This is an optimization exercise on Yosys and OpenROAD, whose aim is small area, not a production implementation. RTL that was checked went through simulation tests only; none was proved equivalent to the original. Power figures rest on the tool's default switching activity, not on a simulated workload.

amber:
==> flow/design.v <==
`timescale 1ns / 1ps
module ICMP(readmode,sendmode,hardreset,inputdata,typeoficmpin,codein,restofheaderin,clock,outputmessage,outputvalid,restofheaderout,typeoficmpout,codeout);
input hardreset;
input [31:0] inputdata;
input [31:0] restofheaderin;
input [7:0] typeoficmpin;
input [7:0] codein;
input clock;
input readmode;
input sendmode;
output [31:0] outputmessage;
output outputvalid;
output reg [31:0] restofheaderout;
output reg [7:0] typeoficmpout;
output reg [7:0] codeout;
reg [3:0] cnt;
reg ms, mr;
reg [15:0] h0, h1, h2, h3, h4;
reg [15:0] l1, l2, l3;
reg [15:0] l4_n;    
reg [15:0] lo_n;    
wire [15:0] l4 = ~l4_n;
wire [15:0] lo = ~lo_n;
wire idle   = (cnt == 4'd0);
wire s_e1   = ms & (cnt == 4'd1);
wire rot    = ms & (cnt >= 4'd4);
wire hsel   = (cnt <= 4'd5);
wire swin   = ms & (idle | (cnt >= 4'd9));
wire rwin   = mr & (idle | (cnt >= 4'd5));
wire lwin   = ms & (cnt == 4'd9);
wire l4win  = (ms & (idle | (cnt >= 4'd10))) | rwin;
always @(posedge clock) begin
  if (hardreset) begin
    cnt <= 4'd0;
    ms <= 1'b0;
    mr <= 1'b0;
  end else if (idle) begin
    mr <= readmode;
    ms <= sendmode & ~readmode;
    cnt <= {3'b000, readmode | sendmode};
  end else if ((ms & (cnt == 4'd12)) | (mr & (cnt == 4'd6))) begin
    cnt <= 4'd0;
  end else begin
    cnt <= cnt + 4'd1;
  end
end
wire [15:0] h4_d = rot ? h0 : inputdata[31:16];
wire [15:0] l1_d = rot ? l2 : inputdata[15:0];
wire [15:0] acc_op = s_e1 ? l1_d : lo;
wire [15:0] add_op = hsel ? h4_d : l1_d;
wire [15:0] sum = acc_op + add_op + 16'd1;
always @(posedge clock) begin
  h4 <= h4_d;
  h3 <= s_e1 ? restofheaderin[31:16] : h4;
  h2 <= s_e1 ? {typeoficmpin, codein} : h3;
  h1 <= h2;
  h0 <= h1;
  l1 <= l1_d;
  l2 <= l3;
  l3 <= l4;
  l4_n <= ~(s_e1 ? restofheaderin[15:0] : l1);
  lo_n <= ~sum;
end
always @(posedge clock) begin
  if (hardreset) begin
    restofheaderout <= 32'd0;
    typeoficmpout <= 8'd0;
    codeout <= 8'd0;
  end else begin
    if (mr & (cnt == 4'd2)) begin
      typeoficmpout <= h4[15:8];
      codeout <= h4[7:0];
    end
    if (mr & (cnt == 4'd3))
      restofheaderout <= {h4, l1};
  end
end
assign outputvalid = swin;
assign outputmessage = {({16{swin}} & h0) | ({16{rwin}} & h3),
                        ({16{lwin}} & lo) | ({16{l4win}} & l4)};
endmodule
clock: 5.0 ns
lec_check: 0
cap_margin: 20
core_margin: 2
core_utilization: 60
slew_margin: 20
standard.sh (not shown) runs the stock make flow with config.mk's settings and CLKGATE_MAP_FILE= SYNTH_SCRIPT=/design/flow/synth_recipe.tcl, a recipe that flattens the netlist after the stock synthesis.
==> flow/flow/run.sh <==
#!/bin/bash
# Layout: the standard flow (standard.sh) with these changes:
#  - synthesis is ORFS's synth.tcl run through synth_recipe.tcl as standard.sh
#    does, except that ABC maps the logic with flow/area.abc (area mapping)
#    instead of ORFS's speed script; registers are mapped before ABC runs, so
#    they are the standard synthesis's
#  - the port buffers buffer_ports inserts are buf_1 cells
#  - CTS uses clkbuf_8 with smaller sink clusters and inserts no dummy loads
# make's full output goes to standard.log in the work folder; ORFS's per-step
# logs stay under orfs/logs.
set -euo pipefail
W=$(pwd)
export BUFFER_PORTS_ARGS="-buffer_cell sky130_fd_sc_hd__buf_1"
export CTS_ARGS="-sink_clustering_enable -repair_clock_nets -dont_use_dummy_load -buf_list sky130_fd_sc_hd__clkbuf_8 -sink_clustering_size 18 -sink_clustering_max_diameter 60"
awk -v s="$W/flow/area.abc" '{print} /source .*synth_preamble.tcl/ {print "set abc_args [lreplace $abc_args 1 1 " s "]"}' \
  "$FLOW_HOME/scripts/synth.tcl" > "$W/flow_synth.tcl"
grep -q "lreplace" "$W/flow_synth.tcl"
sed "s#source \$::env(SCRIPTS_DIR)/synth.tcl#source $W/flow_synth.tcl#" "$W/synth_recipe.tcl" > "$W/flow_synth_recipe.tcl"
grep -q "flow_synth.tcl" "$W/flow_synth_recipe.tcl"
sed "s#SYNTH_SCRIPT=$W/synth_recipe.tcl#SYNTH_SCRIPT=$W/flow_synth_recipe.tcl#" "$W/standard.sh" > "$W/flow_standard.sh"
grep -q "flow_synth_recipe.tcl" "$W/flow_standard.sh"
bash "$W/flow_standard.sh" > standard.log 2>&1
==> flow/flow/area.abc <==
strash
dc2
dc2
dch -f
amap
## Diff of input files: garnet against amber
diff --git a/flow/design.v b/flow/design.v
--- a/flow/design.v
+++ b/flow/design.v
@@ -16,8 +16,10 @@
 reg [3:0] cnt;
 reg ms, mr;
 reg [15:0] h0, h1, h2, h3, h4;
-reg [15:0] l1, l2, l3;
-reg [15:0] l4_n;    
+reg [15:0] l1;
+reg [15:0] l2_n, l3_n, l4_n;    
+wire [15:0] l2 = ~l2_n;
+wire [15:0] l3 = ~l3_n;
 reg [15:0] lo_n;    
 wire [15:0] l4 = ~l4_n;
 wire [15:0] lo = ~lo_n;
@@ -56,8 +58,8 @@
   h1 <= h2;
   h0 <= h1;
   l1 <= l1_d;
-  l2 <= l3;
-  l3 <= l4;
+  l2_n <= l3_n;
+  l3_n <= l4_n;
   l4_n <= ~(s_e1 ? restofheaderin[15:0] : l1);
   lo_n <= ~sum;
 end
==> comparison <==
On garnet: via count of the routed design is 62 lower than what amber gave.
Relative to amber, garnet improves wire length.
Area of all placed cells without fillers ends up lower on garnet.
Per the comparison of garnet with amber, post-synthesis compound-gate area fraction saw an increase; net count of the mapped netlist now smaller; routed length on met3 now sits lower.
garnet — clock skew 0.026 ns higher, amber as reference
Any difference in power share of the clock group between amber and garnet is small enough to ignore.
Looking at critical path depth, garnet sits above amber.
Reported for amber and garnet, boundary pin count turned out identical to the last digit.
Function not checked in amber: the RTL went through the layout flow alone.

## what the ideal ports hide
Ports are ideal in the flow. The routed layouts listed here were re-timed in OpenROAD.
Step 1 assumes that a clkbuf_16 drives the clock port and a buf_2 every other input.
Step 2, shift: input delay + t, output delay - t, t = (earliest + latest rising clock arrival at the registers) / 2. This alone moves slack from input paths to output paths.
Three values: ideal, step 1, step 2; two values: the first two.
| run | shift t [ns] | setup WS [ns] | hold slack, ns | clock arrival spread, ns | worst slew at a driven data input, ns |
|---|---|---|---|---|---|
| amber | 0.514 | 0.444 / 0.444 / 0.418 | 0.332 / 0.332 / 0.332 | 0.035 / 0.035 | 0.05 |
| garnet | 0.507 | 0.349 / 0.349 / 0.349 | 0.300 / 0.300 / 0.300 | 0.057 / 0.058 | 0.05 |
After both steps setup and hold are still met in every run listed. For amber, which loses most, drivers alone change the setup slack by 0.000 ns; drivers and shift together by -0.026 ns.
